From an optimization exercise on the open Yosys and OpenROAD flow, aimed at small area; shortcuts taken in it are not production practice. No functional check of the RTL was part of any run shown here. Power is estimated from default activity; no workload was simulated.

$ cat flow/run.sh
#!/bin/bash
# synth_recipe.tcl (not shown) runs the flow's synth.tcl, then flattens the netlist and writes it again
# the make line also repeats each setting of config.mk as NAME=value (left out here)
make -C /OpenROAD-flow-scripts/flow DESIGN_CONFIG=/design/flow/config.mk WORK_HOME=/design/flow/orfs CLKGATE_MAP_FILE= SYNTH_SCRIPT=/design/flow/synth_recipe.tcl finish
$ cat flow/constraint.sdc
create_clock -name core_clock -period 20.0 [get_ports {clk}]
set_input_delay 4.0000 -clock core_clock [delete_from_list [all_inputs] [get_ports {clk}]]
set_output_delay 4.0000 -clock core_clock [all_outputs]
set_load 0.01 [all_outputs]
$ cat flow/design.v
`timescale 1ns / 1ps
module main
#(parameter div = 16)
( input rst, input clk,
  input [3:0] row,
  output [3:0] col,
  output rw_out, output rs_out, output e_out, output [7:0] db_out,
  output [6:0] leds
);
reg [6:0] c100;
reg [3:0] c16;
wire ktick = c100[6] & c100[5] & ~c100[2] & c100[1] & c100[0];    
wire t0 = c100[6] & c100[5] & c100[2];                            
wire ltick = (c16 == 4'd0) & ~t0;
wire win1 = (c100[6:4] == 3'b001);
wire win2 = (c100[6:4] == 3'b010);
wire [3:0] k = c100[3:0];
always @(posedge clk, posedge rst)
	if (rst) begin
		c100 <= 7'h7f;
		c16 <= 4'd0;
	end else begin
		c100 <= ktick ? 7'd0 : c100 + 7'd1;
		c16 <= c16 + 4'd1;
	end
reg [3:0] p;
reg [4:0] c25;
reg blink;
wire fresh = c25[4] & c25[3] & c25[0];                           
wire c25wrap = c25[4] & c25[3] & ~c25[0];                        
wire c25is23 = c25[4] & ~c25[3] & c25[2] & c25[1] & c25[0];
always @(posedge clk, posedge rst)
	if (rst) begin
		p <= 4'd0;
		c25 <= 5'h1f;
		blink <= 1'b0;
	end else if (ktick) begin
		p <= p + 4'd1;
		c25 <= c25wrap ? 5'd0 : c25 + 5'd1;
		if (p[0] & c25is23)
			blink <= ~blink;
	end
reg [4:0] K;
reg [2:0] Q;
wire rowv = (row == 4'b0111) | (row == 4'b1011) | (row == 4'b1101) | (row == 4'b1110);
wire [1:0] rowi = {~row[1] | ~row[0], ~row[2] | ~row[0]};
always @(posedge clk, posedge rst)
	if (rst) begin
		K <= 5'd0;
		Q <= 3'd0;
	end else if (ktick) begin
		case (p)
		4'd1, 4'd9: if (rowv) Q <= {1'b1, rowi};
		4'd3: K <= rowv ? {3'b101, rowi} : {Q[2], 2'b00, Q[1:0]};
		4'd5: if (rowv) K <= {3'b110, rowi};
		4'd7: if (rowv) K <= {3'b111, rowi};
		4'd8: Q <= 3'd0;
		default: ;
		endcase
	end
assign col = fresh ? 4'b1111 :
             (p == 4'd1 || p == 4'd2) ? 4'b0111 :
             (p == 4'd3 || p == 4'd4) ? 4'b1011 :
             (p == 4'd5 || p == 4'd6) ? 4'b1101 : 4'b1110;
wire [1:0] kc = K[3:2];
wire [1:0] kr = K[1:0];
wire key_none = ~K[4];
wire key_A = K[4] & (kc == 2'd3) & (kr == 2'd0);
wire key_digit = K[4] & (kc != 2'd3) & ~((kc != 2'd0) & (kr == 2'd3));
reg [3:0] kval;
always @*
	case ({kc, kr})
	4'h0: kval = 4'd1;  4'h1: kval = 4'd4;  4'h2: kval = 4'd7;  4'h3: kval = 4'd0;
	4'h4: kval = 4'd2;  4'h5: kval = 4'd5;  4'h6: kval = 4'd8;
	4'h8: kval = 4'd3;  4'h9: kval = 4'd6;  4'ha: kval = 4'd9;
	default: kval = 4'd0;
	endcase
reg [2:0] kop;
always @*
	case ({kc, kr})
	4'hd: kop = 3'd0;
	4'he: kop = 3'd1;
	4'hf: kop = 3'd4;
	4'hb: kop = 3'd3;
	4'h7: kop = 3'd2;
	default: kop = 3'd0;
	endcase
reg [1:0] ST;
reg [2:0] ST_L;
reg [1:0] index;
reg half;
wire p9 = (p == 4'd9);
wire comp = p9 & half;
always @(posedge clk, posedge rst)
	if (rst) begin
		ST <= 2'd0;
		ST_L <= 3'd0;
		index <= 2'd0;
		half <= 1'b0;
	end else if (ktick) begin
		if ((ST == 2'd3 || ST == 2'd1) && p9)
			half <= ~half;
		case (ST)
		2'd3:
			if (comp && key_none) ST <= 2'd0;
		2'd0:
			if (p9) begin
				if (key_A) begin
					ST <= 2'd3;
					ST_L <= {2'b00, ~ST_L[0]};
					index <= 2'd0;
				end else if (key_digit) begin
					ST <= 2'd3;
					index <= index + 2'd1;
				end else if (!key_none) begin
					ST <= 2'd1;
					index <= 2'd0;
					ST_L <= kop;
				end
			end
		2'd1:
			if (comp && key_none) ST <= 2'd2;
		2'd2:
			if (key_none) begin
				ST <= 2'd0;
				ST_L <= 3'd0;
			end
		endcase
	end
assign leds = {5'd0, (ST == 2'd0) && ST_L[0], ST == 2'd0};
reg [15:0] X, Y;         
reg carry;
reg pend;
wire obl = (ST == 2'd2);
wire ph1 = obl & win1;
wire ph2 = obl & win2;
wire rot = pend & win1;
wire rot_wr = rot & key_digit;
wire rot_sw = rot & ~key_digit;
wire sub = (ST_L == 3'd1);
wire a = X[0];
wire b = Y[0];
wire bb = b ^ sub;
wire sum = a ^ bb ^ carry;
reg rop;
always @*
	case (ST_L)
	3'd0, 3'd1: rop = sum;
	3'd2: rop = a ^ b;
	3'd3: rop = a | b;
	3'd4: rop = a & b;
	default: rop = 1'b0;
	endcase
wire r = rop & ~(k[3] & k[2] & k[1]);
function [3:0] half4;
	input in;
	input [2:0] x;
	input en;
	half4 = (in & en) ? {x[2] | (x[1] & x[0]), ~(x[2] | (x[1] & x[0])), x[1] ^ x[0], ~x[0]}
	                  : {in, x};
endfunction
function [3:0] dbl4;
	input [3:0] d;
	input in;
	dbl4 = {(d >= 4'd5) ? d[2:0] - 3'd5 : d[2:0], in};
endfunction
function ge5;
	input [3:0] d;
	ge5 = d[3] | d[2] & (d[1] | d[0]);
endfunction
wire [1:0] q = {index[1] ^ index[0], index[0]};
wire ins = (k[3:2] == q) ? kval[k[1:0]] : X[0];
wire xtop = ph1 ? 1'b0 : rot_sw ? Y[0] : ins;
wire ytop = ph1 ? r : X[0];
wire [15:0] Xr = {xtop, X[15:13], half4(X[12], X[11:9], ph1), half4(X[8], X[7:5], ph1),
                  half4(X[4], X[3:1], ph1)};
wire [15:0] Yr = {ytop, Y[15:13], half4(Y[12], Y[11:9], ph1 & (k[3:2] == 2'b00)),
                  half4(Y[8], Y[7:5], ph1 & ~k[3]), half4(Y[4], Y[3:1], ph1 & ~(k[3] & k[2]))};
wire [15:0] Xl = {dbl4(X[15:12], ge5(X[11:8])), dbl4(X[11:8], ge5(X[7:4])),
                  dbl4(X[7:4], ge5(X[3:0])), dbl4(X[3:0], Y[15])};
wire [15:0] Yl = {Y[14:0], 1'b0};
always @(posedge clk, posedge rst)
	if (rst) begin
		X <= 16'd0;
		Y <= 16'd0;
	end else begin
		if (ph1 | rot)
			X <= Xr;
		else if (ph2)
			X <= Xl;
		if (ph1 | rot_sw) Y <= Yr; else if (ph2) Y <= Yl;
	end
always @(posedge clk)
	carry <= ph1 ? ((a & bb) | (a & carry) | (bb & carry)) : sub;
always @(posedge clk, posedge rst)
	if (rst)
		pend <= 1'b0;
	else if (ktick)
		pend <= (ST == 2'd0) & p9 & (key_digit | key_A | (~key_none & ST_L[0]));
reg [1:0] g;
reg [2:0] s;
reg [1:0] jj;
wire s_last = s[2] & ~s[1];
wire g_end = s_last & (jj == 2'd0);
always @(posedge clk, posedge rst)
	if (rst) begin
		g <= 2'd0;
		s <= 3'b000;
		jj <= 2'd0;
	end else if (ltick) begin
		if (g_end) begin
			s <= 3'b000;
			g <= (g == 2'd1) ? 2'd2 : 2'd1;
			jj <= (g == 2'd1) ? 2'd0 : 2'd1;
		end else if (s_last) begin
			s <= 3'b001;
			jj <= jj - 2'd1;
		end else begin
			s <= {s[1:0], ~s[2]};
			if (s == 3'b000)
				jj <= jj - 2'd1;
		end
	end
assign e_out = s[1] & s[0];
assign rw_out = 1'b0;
assign rs_out = (g == 2'd2) & ~g_end;
reg [7:0] init_out, op_out, mux_out;
reg [3:0] num;
always @*
	case (jj)
	2'd0: num = X[3:0];
	2'd1: num = X[7:4];
	2'd2: num = X[11:8];
	2'd3: num = X[15:12];
	endcase
always @*
	case (jj)
	2'd0: init_out = 8'h01;
	2'd1: init_out = 8'h0e;
	2'd2: init_out = 8'h06;
	2'd3: init_out = 8'h38;
	endcase
always @*
	case (ST_L)
	3'd0: op_out = (jj == 2'd2) ? 8'h41 : (jj == 2'd3) ? 8'h20 : 8'h44;
	3'd1: op_out = (jj == 2'd2) ? 8'h53 : (jj == 2'd1) ? 8'h55 :
	                  (jj == 2'd0) ? 8'h42 : 8'h20;
	3'd4: op_out = (jj == 2'd2) ? 8'h41 : (jj == 2'd1) ? 8'h4e :
	                  (jj == 2'd0) ? 8'h44 : 8'h20;
	3'd3:  op_out = (jj == 2'd1) ? 8'h4f : (jj == 2'd0) ? 8'h52 : 8'h20;
	3'd2: op_out = (jj == 2'd2) ? 8'h58 : (jj == 2'd1) ? 8'h4f :
	                  (jj == 2'd0) ? 8'h52 : 8'h20;
	default: op_out = 8'h20;
	endcase
always @*
	case (ST)
	2'd0: mux_out = (jj == ~index && blink) ? 8'h20 : {4'h3, num};
	2'd1: mux_out = op_out;
	default: mux_out = 8'h20;
	endcase
assign db_out = (g == 2'd1) ? 8'hcc : (g == 2'd0) ? init_out : mux_out;
endmodule
$ cat flow/config.mk
export PLATFORM = sky130hd
export DESIGN_NAME = main
export DESIGN_NICKNAME = main
export VERILOG_FILES = /design/flow/design.v
export SDC_FILE = /design/flow/constraint.sdc
export NUM_CORES = 4
export LEC_CHECK = 0
export CAP_MARGIN = 20
export CORE_MARGIN = 2
export CORE_UTILIZATION = 40
export CTS_BUF_LIST = sky130_fd_sc_hd__clkbuf_8
export SLEW_MARGIN = 20
==> impl_metrics.ini, run 1 <==
[cts]
cts_buffer_depth = 2
clk_pin_slew_ps = 80
clkSinkCount = 78
cts_root_buffer = clkbuf_8
cts_made_buffers = 9
hold_buffers = 0
htree_levels = 3
worstSkewPairLatency_ps = 370
post_cts_resized = 0
cts_setup_buffers = 0
tritoncts = done

[floorplanning]
die_h_um = 123.0
pin_count = 28
core_um2 = 13830
die_x_um = 123.0
initial_utilization = 0.4095
num_rows = 43
die-area_um2 = 15120

[detailed_routing]
avgViaCountPerCell = 5.588
drt_iter0_markers = 349
postRouteAntennaNets = 0
num_vias = 4711
drc = 0
wire_per_inst_um = 15.59
wl_um = 13140
drt_pass1_iterations = 6

[synth]
synth_cells = 657
synthFlopType = dfrtp_1
yosys_warnings = 1
synth_area_per_cell_um2 = 8.617
netlist_area_um2 = 5662
synth_seq_cells = 78
synth_edf_count = 0
synthDistinctLibCells = 71
synth_seq_area_share = 0.3465
synthArstFlopShare = 0.9872

[worst_hold_path]
hold_start = c25[1]$_DFFE_PP1P_
hp-class = flop to flop
hold_path_depth = 2
hold_end = c25[1]$_DFFE_PP1P_

[grt]
grtUsageTotal = 0.1831
grt_max_degree = 78
grt_pass1_vias = 4426
grt_first_pass_wirelength_um = 21910
grt_overflow_total = 0
antenna_found_initial = 0

[finish]
layout_common_cells = nand2_1 (73), dfrtp_1 (65), o21ai_0 (52), nor2_1 (46)
layout.nets = 702
diodes = 0
areaGrowthSynthToFinish_pct = 9.127
nFillCells = 1355
final_layout_size_suffix_gt1_frac = 0.08899
layout.cells.non_filler = 843
layout_commonest_cell = nand2_1

[critical_path]
rr_worst_depth = 5
start_kind = flop
cp_data_arrival_time_ps = 2950
timing.rr.start = ST[1]$_DFFE_PP0P_
path_cells = inv_1 -> ha_1 -> o21ai_0 -> a2111oi_0 -> o21ai_0 -> o21ai_0 -> clkdlybuf4s50_1
cp-startpoint = jj[0]$_DFFE_PP0P_
path_buf_inv = 2
cpPeakStageDelay_ps = 560
regToRegSetupSlack_ps = 17460
cp_data_required_time_ps = 16000
cp_slowest_cell = clkdlybuf4s50_1
timing.rr.end = Y[15]$_DFFE_PP0P_
end_kind = primary output
crit_family = compound AO/OA/AOI/OAI gates
worst-setup-path-type = flop to primary output
cpMostUsedCell = o21ai_0
worstPathMaxFanout = 18

[timing]
fin_skew_ps = 12.56
timing.slew.headroom = 0.2917
worst_pin_slew_ps = 1055
setup_viol = 0
fmax_mhz = 143.8
finalHoldViolations = 0
report.final.slew_viol_count = 0
fin_crit_sh = 0.3477
min_period_ps = 6953
rsz0062_at_grt = false
finalSetupTns_ps = 0

[status]
outcome = no timing/DRC/antenna violations

[power_and_ir_drop]
p_leak_nw = 2.650
ir_drop_mv = 0.03414
pwr_density_cell_nw_per_um2 = 49.31

[placed_design]
placedCellCount = 827
io_buffers = 21
gp_congestion = 0.8527
place_hpwl_um = 9236

[flow_run]
drv_cap = 0
==> power breakdown <==
group	leakage [nW]	internal [mW]	switching [mW]
registers	1.00	0.158	0
logic	1.53	0.00196	0.00538
clock network	0.116	0.0771	0.0626
total	2.65	0.237	0.0680
==> metrics by stage <==
stage,hold slack (ps),power (mW),cell area (um2),util,worst slack [ps]
6_report,473.9,0.3047,6178,0.4468,13050
3_3_place_gp,456.5,0.1680,5942,0.4297,13500
4_1_cts,476.8,0.3100,6175,0.4466,13040
2_1_floorplan,442.0,0.1660,5680,-,14050
3_5_place_dp,465.2,0.1682,5942,0.4297,13460
5_1_grt,498.2,0.3172,6178,0.4468,12790
==> cell families (layout without fill, tap and decap cells) <==
kind of cell | after synthesis | count (layout) | synth area share
other | 1 | 6 | 0.0006623
buffers and inverters | 77 | 78 | 0.06077
AOI/OAI and AO/OA | 174 | 174 | 0.1993
adders and majority gates | 39 | 39 | 0.08707
muxes | 31 | 31 | 0.05768
and+or+nand+nor | 232 | 232 | 0.2093
DFF | 78 | 78 | 0.3465
xor gates and xnor gates | 25 | 25 | 0.03867
==> routing by layer <==
metal / wire length, um / vias to the layer above / global-route usage
li1: - / 2346 / -
met1: 6379 / 2254 / 0.2454
met2: 6080 / 98 / 0.2983
met3: 514 / 13 / 0.04244
met4: 166 / 0 / 0.04901
met5: 0 / - / 0
==> cell type report <==
type,instances,area (um2),share of cell area
well taps,180,225.2,0.03645
repair buffers,24,236.5,0.03827
multi-input cells,507,3379,0.5470
clock inverters,5,81.33,0.01316
flip-flops and latches,78,1962,0.3175
clock buffers,11,151.4,0.02450
inverters,38,142.6,0.02309
==> Yosys cell counts (13+ instances only) <==
cell / number / area, um2
clkbuf_1: 17 / 63.81
nand3_1: 35 / 175.2
nor3_1: 17 / 85.08
mux2i_1: 18 / 180.2
dfrtp_1: 65 / 1627
nor2_1: 46 / 172.7
xnor2_1: 15 / 131.4
nand2_1: 73 / 274.0
o21ai_0: 53 / 265.3
inv_1: 38 / 142.6
buf_2: 13 / 65.06
ha_1: 37 / 462.9
a21oi_1: 37 / 185.2
==> flip-flops by register name, summed over array words and instances (netlist names), 2 cells and up <==
signal  cells
K           5
Q           3
ST          2
ST_L        3
X          16
Y          16
c100        7
c16         4
c25         5
g           2
index       2
jj          2
p           4
s           3
==> tightest hold or removal path, delay by kind of cell, from the launching register on <==
kind | cells | cell delay [ps]
DFF | 1 | 380
and+or+nand+nor | 2 | 90
==> worst max path at each step <==
stage	end	cells past startpoint
2_1_floorplan	K[0]$_DFFE_PP0P_	1
3_3_place_gp	db_out[4]	7
3_5_place_dp	db_out[4]	7
4_1_cts	db_out[4]	7
5_1_grt	db_out[4]	7
6_report	db_out[4]	7
==> run 2, diff against run 1 <==
==> flow/flow/run.sh (new file) <==
#!/bin/bash
# Layout flow: the standard synthesis with an area-oriented ABC mapping
# script in place of ORFS's delay-oriented one (flow/synth.tcl), then the standard flow's
# standard layout for every later step.  Each tool's output goes to a log here.
set -euo pipefail
W=$PWD
export MY_ABC_SCRIPT=$W/flow/area.abc
export FLOW_SYNTH_TCL=$W/synth_recipe.tcl
bash standard.sh SYNTH_SCRIPT=$W/flow/synth.tcl synth > $W/flow_synth.log 2>&1
# Clock tree: no dummy loads, mid-size buffers; every register is still
# clocked through the tree with balanced insertion delay.
bash standard.sh "CTS_ARGS=-sink_clustering_enable -repair_clock_nets -dont_use_dummy_load -buf_list sky130_fd_sc_hd__clkbuf_8" > $W/flow_layout.log 2>&1
==> flow/flow/area.abc (new file) <==
strash; &get -n; &st; &synch2; &dch -f; &nf -R 1000; &put
==> flow/flow/synth.tcl (new file) <==
# synth_recipe.tcl (the standard synthesis script) with one change: ORFS's
# synth.tcl is run with the ABC mapping script replaced by flow/area.abc.
# Everything before and after ABC, and so every register, is unchanged.
set f [open $::env(FLOW_SYNTH_TCL) r]; set bs [read $f]; close $f
set f [open $::env(SCRIPTS_DIR)/synth.tcl r]; set st [read $f]; close $f
set pre {source $::env(SCRIPTS_DIR)/synth_preamble.tcl}
set n [string first $pre $st]
if { $n < 0 } { error "synth_preamble not found in synth.tcl" }
set st [string map [list $pre "$pre\nset abc_args \[lreplace \$abc_args 1 1 \$::env(MY_ABC_SCRIPT)\]"] $st]
set src {source $::env(SCRIPTS_DIR)/synth.tcl}
if { [string first $src $bs] < 0 } { error "synth.tcl not sourced in synth_recipe.tcl" }
set bs [string map [list $src $st] $bs]
eval $bs
==> flow/standard.sh (new file) <==
#!/bin/bash
# synth_recipe.tcl (not shown) runs the flow's synth.tcl, then flattens the netlist and writes it again
# the make line also repeats each setting of config.mk as NAME=value (left out here)
make -C /OpenROAD-flow-scripts/flow DESIGN_CONFIG=/design/flow/config.mk WORK_HOME=/design/flow/orfs CLKGATE_MAP_FILE= SYNTH_SCRIPT=/design/flow/synth_recipe.tcl "${@:-finish}"
--- a/flow/config.mk
+++ b/flow/config.mk
@@ -9,4 +9,3 @@
 export CORE_MARGIN = 2
 export CORE_UTILIZATION = 40
-export CTS_BUF_LIST = sky130_fd_sc_hd__clkbuf_8
 export SLEW_MARGIN = 20
removed: flow/run.sh
==> run 2 against run 1 <==
Total power down 16%. Still clean. Utilization grew 1.2 points. Critical endpoint is now db_out[1]. Worst setup slack improved by 170 ps. Critical path type unchanged. Sequential power is essentially flat. Highest routed layer unchanged.
==> impl_metrics.ini, run 2 <==
[status]
outcome = no timing/DRC/antenna violations

[timing]
fin_skew_ps = 25.73
rsz0062_at_grt = false
setup_viol = 0
fin_crit_sh = 0.3390
finalHoldViolations = 0
hold_ws_ps = 478.6
finalSetupTns_ps = 0
worst_pin_slew_ps = 1062
report.final.slew_viol_count = 0
fmax_mhz = 147.5
min_period_ps = 6779
timing.slew.headroom = 0.2892

[floorplanning]
die_x_um = 115.8
die_h_um = 115.8
pin_count = 28
num_rows = 40
core_um2 = 12110
die-area_um2 = 13410
initial_utilization = 0.4128

[grt]
grtUsageTotal = 0.1900
antenna_found_initial = 0
grt_max_degree = 78
grt_overflow_total = 0
grt_first_pass_wirelength_um = 20220
grt_pass1_vias = 4240

[critical_path]
cp_data_required_time_ps = 16000
path_cells = clkinv_1 -> ha_1 -> o21ai_0 -> nor3_1 -> a211oi_1 -> o21ai_0 -> a22o_1 -> clkdlybuf4s50_1
worstPathMaxFanout = 17
path_buf_inv = 2
crit_family = compound AO/OA/AOI/OAI gates
end_kind = primary output
start_kind = flop
worst-setup-path-type = flop to primary output
cp_slowest_cell = dfrtp_1
cpPeakStageDelay_ps = 470
cp_data_arrival_time_ps = 2780
cpMostUsedCell = o21ai_0

[synth]
yosys_warnings = 1
synth_fa_ha_area_frac = 0.09660
synthArstFlopShare = 0.9872
synth_top_cell_by_area = dfrtp_1
post-synth-top-area-fraction = 0.3253
synth_edf_count = 0
synth_commonest_cells = nand2_1 (73), dfrtp_1 (65), a21oi_1 (62)
synth_seq_cells = 78
synth-simple-area-share = 0.1874
synth-xor-area-share = 0.03854
synthFlopType = dfrtp_1
synth_cells = 576
synth_area_leaders = dfrtp_1 (33%), ha_1 (9.3%), dfstp_2 (6.3%)
yosysMostFrequentCell = nand2_1
netlist_area_um2 = 5000
synth_compound_area_frac = 0.2230
synth_seq_area_share = 0.3924
synthDistinctLibCells = 50
muxShareOfSynthArea = 0.03053
synth_top_family_by_area = compound AO/OA/AOI/OAI gates
synth_area_per_cell_um2 = 8.680

[detailed_routing]
drt_iter0_markers = 252
wire_per_inst_um = 14.96
drc = 0
drt_pass1_iterations = 7
num_vias = 4340
postRouteAntennaNets = 0
wl_um = 11630
avgViaCountPerCell = 5.586

[cts]
tritoncts = done
cts_buffer_depth = 2
htree_levels = 3
cts_setup_buffers = 0
hold_buffers = 0
cts_root_buffer = clkbuf_8
clk_pin_slew_ps = 80
clkSinkCount = 78
post_cts_resized = 0
worstSkewPairLatency_ps = 370
cts_made_buffers = 9

[placed_design]
io_buffers = 21
dpl_cell_area_um2 = 5430
place_hpwl_um = 8261
gp_congestion = 0.8719

[finish]
layout_commonest_cell = nand2_1
areaGrowthSynthToFinish_pct = 11.16
final_layout_size_suffix_gt1_frac = 0.04433
final_core_utilization = 0.4589
biggestRegsByFlops = X (16), Y (16), c100 (7)
design_area_um2 = 5558
diodes = 0
nFillCells = 1190
layout.nets = 655
layout_common_cells = nand2_1 (73), dfrtp_1 (65), a21oi_1 (62), o21ai_0 (58), nor2_1 (45)

[flow_run]
drv_cap = 0

[power_and_ir_drop]
ir_drop_mv = 0.02440
p_leak_nw = 2.357
totalPowerFinal_mw = 0.2573
pwr_density_cell_nw_per_um2 = 46.30

[worst_hold_path]
hp-class = flop to flop
==> run 2: cell types whose count changed after synthesis, sizes merged, moves of 11 or more <==
cell,previous run,this run
buf,21,6
a21oi,37,62
mux2,13,2
clkinv,0,29
clkbuf,18,0
inv,38,0
nand3,35,17
==> run 2: layout make-up <==
type	instances	area, um2	area share
Multi-Input combinational cell	468	2908	0.5232
Timing Repair Buffer	25	244.0	0.04390
Clock buffer	9	123.9	0.02229
Tap cell	168	210.2	0.03782
Inverter	29	110.1	0.01981
Sequential cell	78	1962	0.3530
==> run 2: worst reg2reg max path, cell delays in order, from the launching register on <==
cell and delay (ps):
dfrtp_1 570, nor2b_1 190, nand2_1 280, nand2_1 290
nor2_1 880, clkinv_1 380, o311ai_0 200, o21ai_0 130
==> run 2: layer usage <==
| layer | vias up | wire length, um | GRT usage |
|---|---|---|---|
| li1 | 2147 | - | - |
| met1 | 2095 | 5732 | 0.2546 |
| met2 | 77 | 5302 | 0.3045 |
| met3 | 21 | 319 | 0.03033 |
| met4 | 0 | 271 | 0.08492 |
| met5 | - | 0 | 0 |
==> run 2: final timing paths <==
kind	startpoint	endpoint	slack (ps)	depth (start not counted)
max	jj[0]$_DFFE_PP0P_	db_out[1]	13220	8
min	c16[3]$_DFF_PP0_	c16[3]$_DFF_PP0_	480	1
max reg2reg	ST[0]$_DFFE_PP0P_	X[4]$_DFFE_PP0P_	16920	7
min reg2reg	c16[3]$_DFF_PP0_	c16[3]$_DFF_PP0_	480	1
max in group asynchronous	rst	g[1]$_DFFE_PP0P_	15360	3
min in group asynchronous	rst	Y[12]$_DFFE_PP0P_	4150	3
==> run 2: per-stage QoR <==
step	instances	setup slack, ps
finish	777	13220
global route	777	13020
CTS	777	13230
detailed placement	768	13610
global placement	768	13700
floorplan	581	14310
==> run 2: cells by family (layout without fill, tap and decap cells) <==
kind of cell / after synthesis / in the layout
AO/OA/AOI/OAI: 184 / 184
XOR/XNOR: 22 / 22
adder cells (fa/ha/maj): 38 / 38
buffers and inverters: 35 / 63
flip-flops: 78 / 78
multiplexers: 15 / 15
other: 1 / 6
AND/OR/NAND/NOR: 203 / 203
==> run 2: power breakdown <==
| group | switching (mW) | internal (mW) |
|---|---|---|
| Clock | 0.0528 | 0.0402 |
| Combinational | 0.00483 | 0.00167 |
| Sequential | 0 | 0.158 |
==> run 3, diff against run 2 <==
==> flow/flow/run.sh (replaced) <==
#!/bin/bash
# Layout flow: the standard synthesis with an area-oriented ABC mapping
# script in place of ORFS's delay-oriented one (flow/synth.tcl), then the standard flow's
# standard layout for every later step, with two changes:
#  - port buffers are the smallest buffer (every port still gets one);
#  - the clock tree uses mid-size buffers and no dummy loads (every register
#    is still clocked through the tree, insertion delay balanced by CTS).
# Each tool's output goes to a log file here.
set -euo pipefail
W=$PWD
export MY_ABC_SCRIPT=$W/flow/area.abc
export FLOW_SYNTH_TCL=$W/synth_recipe.tcl
CTS="$(cat $W/flow/cts_args)"
bash standard.sh SYNTH_SCRIPT=$W/flow/synth.tcl synth > $W/flow_synth.log 2>&1
bash standard.sh "BUFFER_PORTS_ARGS=-buffer_cell sky130_fd_sc_hd__buf_1" "CTS_ARGS=$CTS" > $W/flow_layout.log 2>&1
==> flow/flow/cts_args (new file) <==
-sink_clustering_enable -repair_clock_nets -dont_use_dummy_load -buf_list sky130_fd_sc_hd__clkbuf_8 -sink_clustering_size 30 -sink_clustering_max_diameter 150
--- a/flow/config.mk
+++ b/flow/config.mk
@@ -8,4 +8,4 @@
 export CAP_MARGIN = 20
 export CORE_MARGIN = 2
-export CORE_UTILIZATION = 40
+export CORE_UTILIZATION = 60
 export SLEW_MARGIN = 20
==> run 3 against run 2 <==
Highest routed layer unchanged. Sequential cell count stayed put. Register-to-register slack better by 40 ps. First-iteration DRC count is 2.8% lower. Clock power is 3.2% lower. Combinational power is 12% lower.
==> impl_metrics.ini, run 3 <==
[detailed_routing]
drt_iter0_markers = 245
drc = 0
drt_pass1_iterations = 5
num_vias = 4363
postRouteAntennaNets = 0
wl_um = 10920
wire_per_inst_um = 15.29
avgViaCountPerCell = 6.111

[synth]
synth_top_family_by_area = compound AO/OA/AOI/OAI gates
yosys_warnings = 1
netlist_area_um2 = 5000
synth_area_leaders = dfrtp_1 (33%), ha_1 (9.3%), dfstp_2 (6.3%)
synthFlopType = dfrtp_1
synth_area_per_cell_um2 = 8.680
synthDistinctLibCells = 50
synth_compound_area_frac = 0.2230
synth_cells = 576
post-synth-top-area-fraction = 0.3253
synth_edf_count = 0
synthArstFlopShare = 0.9872
yosysMostFrequentCell = nand2_1
synth-xor-area-share = 0.03854
muxShareOfSynthArea = 0.03053
synth_top_cell_by_area = dfrtp_1
synth-simple-area-share = 0.1874
synth_seq_cells = 78
synth_fa_ha_area_frac = 0.09660
synth_commonest_cells = nand2_1 (73), dfrtp_1 (65), a21oi_1 (62)
synth_seq_area_share = 0.3924

[grt]
grt_overflow_total = 0
grt_max_degree = 78
grtUsageTotal = 0.2582
grt_first_pass_wirelength_um = 18620
antenna_found_initial = 0
grt_pass1_vias = 3964

[timing]
finalSetupTns_ps = 0
min_period_ps = 6372
finalHoldViolations = 0
fin_crit_sh = 0.3186
report.final.slew_viol_count = 0
fin_skew_ps = 34.83
setup_viol = 0
fmax_mhz = 156.9
timing.slew.headroom = 0.3210
rsz0062_at_grt = false
worst_pin_slew_ps = 1015

[status]
outcome = no timing/DRC/antenna violations

[cts]
tritoncts = done
cts_buffer_depth = 2
worstSkewPairLatency_ps = 350
post_cts_resized = 0
hold_buffers = 0
cts_root_buffer = clkbuf_8
cts_setup_buffers = 0
htree_levels = 3
clkSinkCount = 78
clk_pin_slew_ps = 80
cts_made_buffers = 9

[finish]
layout_common_cells = nand2_1 (73), dfrtp_1 (65), a21oi_1 (62), o21ai_0 (58), nor2_1 (45)
ff_latch_area_um2 = 1962
final_layout_size_suffix_gt1_frac = 0.04433
layout.nets = 655
layout_commonest_cell = nand2_1
areaGrowthSynthToFinish_pct = 6.932
nFillCells = 718
biggestRegsByFlops = X (16), Y (16), c100 (7)
multi_input_area_um2 = 2908
diodes = 0

[critical_path]
cp_data_arrival_time_ps = 2370
end_kind = primary output
worst-setup-path-type = flop to primary output
start_kind = flop
worstPathMaxFanout = 17
cp_data_required_time_ps = 16000

[floorplanning]
die_x_um = 95.29
die_h_um = 95.29
initial_utilization = 0.6147
die-area_um2 = 9079
core_um2 = 8134
num_rows = 33
pin_count = 28

[placed_design]
place_hpwl_um = 7706
gp_congestion = 0.9090
io_buffers = 21

[power_and_ir_drop]
pwr_density_cell_nw_per_um2 = 47.44
p_leak_nw = 2.301
ir_drop_mv = 0.02773
totalPowerFinal_mw = 0.2536

[flow_run]
drv_cap = 0

[worst_hold_path]
hp-class = flop to flop
## run 3: cell counts after synthesis
No cell type changed its count.
## run 3: cells by family (layout without fill, tap and decap cells)
kind of cell    count (synthesis)  count (layout)
xor+xnor                       22              22
flops                          78              78
mux                            15              15
compound gates                184             184
buf+inv                        35              63
other cells                     1               6
simple gates                  203             203
fa+ha+maj                      38              38
## run 3: final timing paths
path                                    from           endpoint  slack, ps  cells after the start
setup reg to reg           ST[1]$_DFFE_PP0P_  X[15]$_DFFE_PP0P_      16960                      7
hold reg to reg             c16[3]$_DFF_PP0_   c16[3]$_DFF_PP0_        470                      1
setup / recovery           jj[0]$_DFFE_PP0P_          db_out[1]      13630                      8
max in group asynchronous                rst   K[2]$_DFFE_PP0P_      15690                      3
hold / removal              c16[3]$_DFF_PP0_   c16[3]$_DFF_PP0_        470                      1
min in group asynchronous                rst   Y[8]$_DFFE_PP0P_       3800                      3
## run 3: cell type report
type | instances | share of cell area
inverters | 29 | 0.02036
multi-input cells | 468 | 0.5439
clock buffers | 9 | 0.02317
well taps | 105 | 0.02457
repair buffers | 25 | 0.02106
flip-flops and latches | 78 | 0.3670
## run 3: power by group
group / leakage, nW / internal (mW) / total (mW) / switching, mW
Combinational: 1.22 / 0.00102 / 0.00574 / 0.00471
Sequential: 1.02 / 0.158 / 0.158 / 0
Clock: 0.0647 / 0.0402 / 0.0901 / 0.0499
## run 3: critical path, cell delays in order (launching register included)
cell,delay [ps]
dfrtp_1,460
clkinv_1,190
ha_1,410
o21ai_0,290
nor3_1,70
a211oi_1,220
o21ai_0,100
a22o_1,180
buf_1,120
## run 3: metal layers
layer | track usage | vias up | routed length, um
li1 | - | 2155 | -
met1 | 0.3709 | 2089 | 5299
met2 | 0.4067 | 99 | 5015
met3 | 0.02925 | 20 | 400
met4 | 0.08937 | 0 | 203
met5 | 0 | - | 0
## run 3: stage by stage
step	hold WS, ps	instance area (um2)	setup WS, ps	utilization	instances
CTS	479.5	5343	13640	0.6568	714
global placement	462.5	5219	14100	0.6416	705
finish	473.6	5346	13630	0.6573	714
floorplan	439.5	5019	14310	-	581
global route	499.7	5346	13340	0.6573	714
detailed placement	465.0	5219	14010	0.6416	705
==> run 4, diff against run 3 <==
--- a/flow/design.v
+++ b/flow/design.v
@@ -13,7 +13,4 @@
 wire t0 = c100[6] & c100[5] & c100[2];                            
 wire ltick = (c16 == 4'd0) & ~t0;
-wire win1 = (c100[6:4] == 3'b001);
-wire win2 = (c100[6:4] == 3'b010);
-wire [3:0] k = c100[3:0];
 always @(posedge clk, posedge rst)
 	if (rst) begin
@@ -133,12 +130,19 @@
 reg pend;
 wire obl = (ST == 2'd2);
-wire ph1 = obl & win1;
-wire ph2 = obl & win2;
-wire rot = pend & win1;
+wire w1 = (c100[6:4] == 3'd1);
+wire w2 = (c100[6:4] == 3'd2);
+wire w3 = (c100[6:4] == 3'd3);
+wire w4 = (c100[6:4] == 3'd4);
+wire [3:0] k = c100[3:0];
+wire rot = pend & w1;
 wire rot_wr = rot & key_digit;
 wire rot_sw = rot & ~key_digit;
+wire half_x = obl & (w1 | w3);           
+wire swap = obl & w2 | rot_sw;           
+wire calc = obl & w3;
+wire dd = obl & w4;
 wire sub = (ST_L == 3'd1);
-wire a = X[0];
-wire b = Y[0];
+wire a = Y[0];
+wire b = X[0];
 wire bb = b ^ sub;
 wire sum = a ^ bb ^ carry;
@@ -171,10 +175,9 @@
 wire [1:0] q = {index[1] ^ index[0], index[0]};
 wire ins = (k[3:2] == q) ? kval[k[1:0]] : X[0];
-wire xtop = ph1 ? 1'b0 : rot_sw ? Y[0] : ins;
-wire ytop = ph1 ? r : X[0];
-wire [15:0] Xr = {xtop, X[15:13], half4(X[12], X[11:9], ph1), half4(X[8], X[7:5], ph1),
-                  half4(X[4], X[3:1], ph1)};
-wire [15:0] Yr = {ytop, Y[15:13], half4(Y[12], Y[11:9], ph1 & (k[3:2] == 2'b00)),
-                  half4(Y[8], Y[7:5], ph1 & ~k[3]), half4(Y[4], Y[3:1], ph1 & ~(k[3] & k[2]))};
+wire xtop = swap ? Y[0] : (obl & w1) ? X[0] : (obl & w3) ? 1'b0 : ins;
+wire ytop = calc ? r : X[0];
+wire [15:0] Xr = {xtop, X[15:13], half4(X[12], X[11:9], half_x & (k[3:2] == 2'b00)),
+                  half4(X[8], X[7:5], half_x & ~k[3]), half4(X[4], X[3:1], half_x & ~(k[3] & k[2]))};
+wire [15:0] Yr = {ytop, Y[15:1]};
 wire [15:0] Xl = {dbl4(X[15:12], ge5(X[11:8])), dbl4(X[11:8], ge5(X[7:4])),
                   dbl4(X[7:4], ge5(X[3:0])), dbl4(X[3:0], Y[15])};
@@ -185,12 +188,15 @@
 		Y <= 16'd0;
 	end else begin
-		if (ph1 | rot)
+		if (half_x | swap | rot_wr)
 			X <= Xr;
-		else if (ph2)
+		else if (dd)
 			X <= Xl;
-		if (ph1 | rot_sw) Y <= Yr; else if (ph2) Y <= Yl;
+		if (swap | calc)
+			Y <= Yr;
+		else if (dd)
+			Y <= Yl;
 	end
 always @(posedge clk)
-	carry <= ph1 ? ((a & bb) | (a & carry) | (bb & carry)) : sub;
+	carry <= calc ? ((a & bb) | (a & carry) | (bb & carry)) : sub;
 always @(posedge clk, posedge rst)
 	if (rst)
==> run 4 against run 3 <==
Non-clock buffer count up 1. Via count down 0.21%. Synthesized cell count up 0.52%. Register-to-register slack worse by 100 ps. Final cell count up 0.56%. Maximum frequency down 1.2%.
==> impl_metrics.ini, run 4 <==
[timing]
finalHoldViolations = 0
fmax_mhz = 155.0
worst_pin_slew_ps = 1065
rsz0062_at_grt = false
min_period_ps = 6451
setup_viol = 0
fin_skew_ps = 39.60
fin_crit_sh = 0.3226
report.final.slew_viol_count = 0
timing.slew.headroom = 0.2872
finalSetupTns_ps = 0

[critical_path]
cp-startpoint = jj[0]$_DFFE_PP0P_
rr_worst_depth = 8
timing.rr.start = K[1]$_DFFE_PP0P_
worst-setup-path-type = flop to primary output
worstPathMaxFanout = 18
start_kind = flop
cp_data_arrival_time_ps = 2450
cp_data_required_time_ps = 16000
end_kind = primary output

[flow_run]
drv_cap = 0

[cts]
worstSkewPairLatency_ps = 360
cts_made_buffers = 9
post_cts_resized = 0
cts_buffer_depth = 2
tritoncts = done
hold_buffers = 0
htree_levels = 3
cts_setup_buffers = 0
clk_pin_slew_ps = 60
clkSinkCount = 78
cts_root_buffer = clkbuf_8

[finish]
biggestRegsByFlops = X (16), Y (16), c100 (7)
ff_latch_area_um2 = 1962
layout.nets = 656
nFillCells = 732
layout_common_cells = nand2_1 (81), dfrtp_1 (65), o21ai_0 (56), nor2_1 (53), nand3_1 (43)
final_layout_size_suffix_gt1_frac = 0.04568
areaGrowthSynthToFinish_pct = 7.534
diodes = 0
design_area_um2 = 5304
final_core_utilization = 0.6554
multi_input_area_um2 = 2823
layout_commonest_cell = nand2_1

[synth]
post-synth-top-area-fraction = 0.3298
synthDistinctLibCells = 49
synth_commonest_cells = nand2_1 (81), dfrtp_1 (65), o21ai_0 (56)
yosysMostFrequentCell = nand2_1
synth_edf_count = 0
synth_seq_cells = 78
netlist_area_um2 = 4932
synthArstFlopShare = 0.9872
synth_top_cell_by_area = dfrtp_1
synth_cells = 579
yosys_warnings = 1
synth_area_per_cell_um2 = 8.519
synth_area_leaders = dfrtp_1 (33%), ha_1 (8.6%), dfstp_2 (6.4%)
synthFlopType = dfrtp_1
synth_seq_area_share = 0.3978

[worst_hold_path]
hp-class = flop to flop
hold_start = half$_DFFE_PP0P_
hold_path_depth = 1

[detailed_routing]
postRouteAntennaNets = 0
num_vias = 4354
drc = 0
avgViaCountPerCell = 6.064
drt_pass1_iterations = 5
wire_per_inst_um = 15.43
drt_iter0_markers = 191
wl_um = 11080

[grt]
grt_max_degree = 78
grtUsageTotal = 0.2667
grt_first_pass_wirelength_um = 19020
grt_overflow_total = 0
grt_pass1_vias = 4061
antenna_found_initial = 0

[power_and_ir_drop]
totalPowerFinal_mw = 0.2611
pwr_density_cell_nw_per_um2 = 49.23
p_leak_nw = 2.180
ir_drop_mv = 0.04635

[floorplanning]
pin_count = 28
die_h_um = 94.67
core_um2 = 8093
num_rows = 33
die_x_um = 94.67
initial_utilization = 0.6095
die-area_um2 = 8961

[placed_design]
dpl_cell_area_um2 = 5152
gp_congestion = 0.8460
place_hpwl_um = 7784
io_buffers = 21

[status]
outcome = no timing/DRC/antenna violations
-- run 4: area by class of cell --
class                      instances  area share
timing repair buffer              26     0.02571
inverter                          34     0.02406
sequential                        78      0.3699
multi-input combinational        466      0.5322
clock buffer                       9     0.02335
tap                              105     0.02477
-- run 4: path summary, 6_finish.rpt --
check,end,slack (ps)
hold reg to reg,half$_DFFE_PP0P_,480
min in group asynchronous,Y[9]$_DFFE_PP0P_,3660
setup / recovery,db_out[1],13550
hold / removal,half$_DFFE_PP0P_,480
setup reg to reg,Y[14]$_DFFE_PP0P_,16860
max in group asynchronous,c100[3]$_DFF_PP1_,15700
-- run 4: cells by family after synthesis --
kind of cell    share of synthesized area
other cells                     0.0007603
mux                               0.02308
flops                              0.3978
compound gates                     0.2149
xor+xnor                          0.03196
simple gates                       0.2062
buf+inv                           0.03501
fa+ha+maj                         0.09031
-- run 4: through the flow --
stage | hold slack [ps] | setup slack, ps | std cells
6_report | 477.0 | 13550 | 718
5_1_grt | 500.4 | 13290 | 718
4_1_cts | 475.7 | 13560 | 717
3_5_place_dp | 470.3 | 13930 | 708
3_3_place_gp | 460.9 | 13960 | 708
2_1_floorplan | 439.3 | 14010 | 584
-- run 4: per-layer routing --
layer,vias up,part of all wire,routed length (um),GRT usage
li1,2160,-,-,-
met1,2081,0.48,5319,0.3738
met2,103,0.47,5180,0.4344
met3,10,0.042,465,0.04469
met4,0,0.010,114,0.06280
met5,-,0,0,0
-- run 4: power by group --
group | leakage [nW] | internal, mW | switching [mW] | total (mW)
Clock | 0.0647 | 0.0403 | 0.0520 | 0.0923
Combinational | 1.12 | 0.00299 | 0.00701 | 0.0100
Sequential | 0.997 | 0.158 | 0.000671 | 0.159
-- run 4: worst max-delay path: stages, from the launching register on --
cell and delay (ps):
dfrtp_1 460, clkinv_1 110, ha_1 500, a21oi_1 70, a2111oi_0 430, a31oi_1 70
nor2_1 100, a21oi_1 50, o21ai_0 160, buf_1 170

## port drivers added, routing unchanged
No port has a modelled driver above. Below, the same layouts with a new extraction and two added sets of constraints.
Step 1, drivers: a clkbuf_16 drives clk and a buf_2 each remaining input, both assumed.
Step 2 also shifts input and output timing later by t, the mid clock arrival at the registers, as if the neighbouring blocks saw the same clock.
Slacks: ideal / step 1 / step 2; pairs: ideal / step 1.
run | t, ns | setup slack, ns | worst setup path at the end | cell pins on the clock port's net
run 1 | 0.400 | 13.047 / 13.012 / 13.412 | register to output | 1
run 2 | 0.384 | 13.221 / 13.189 / 13.573 | register to output | 1
run 3 | 0.364 | 13.628 / 13.593 / 13.957 | register to output | 1
run 4 | 0.375 | 13.549 / 13.512 / 13.887 | register to output | 1
After both steps every run listed still meets setup and hold.
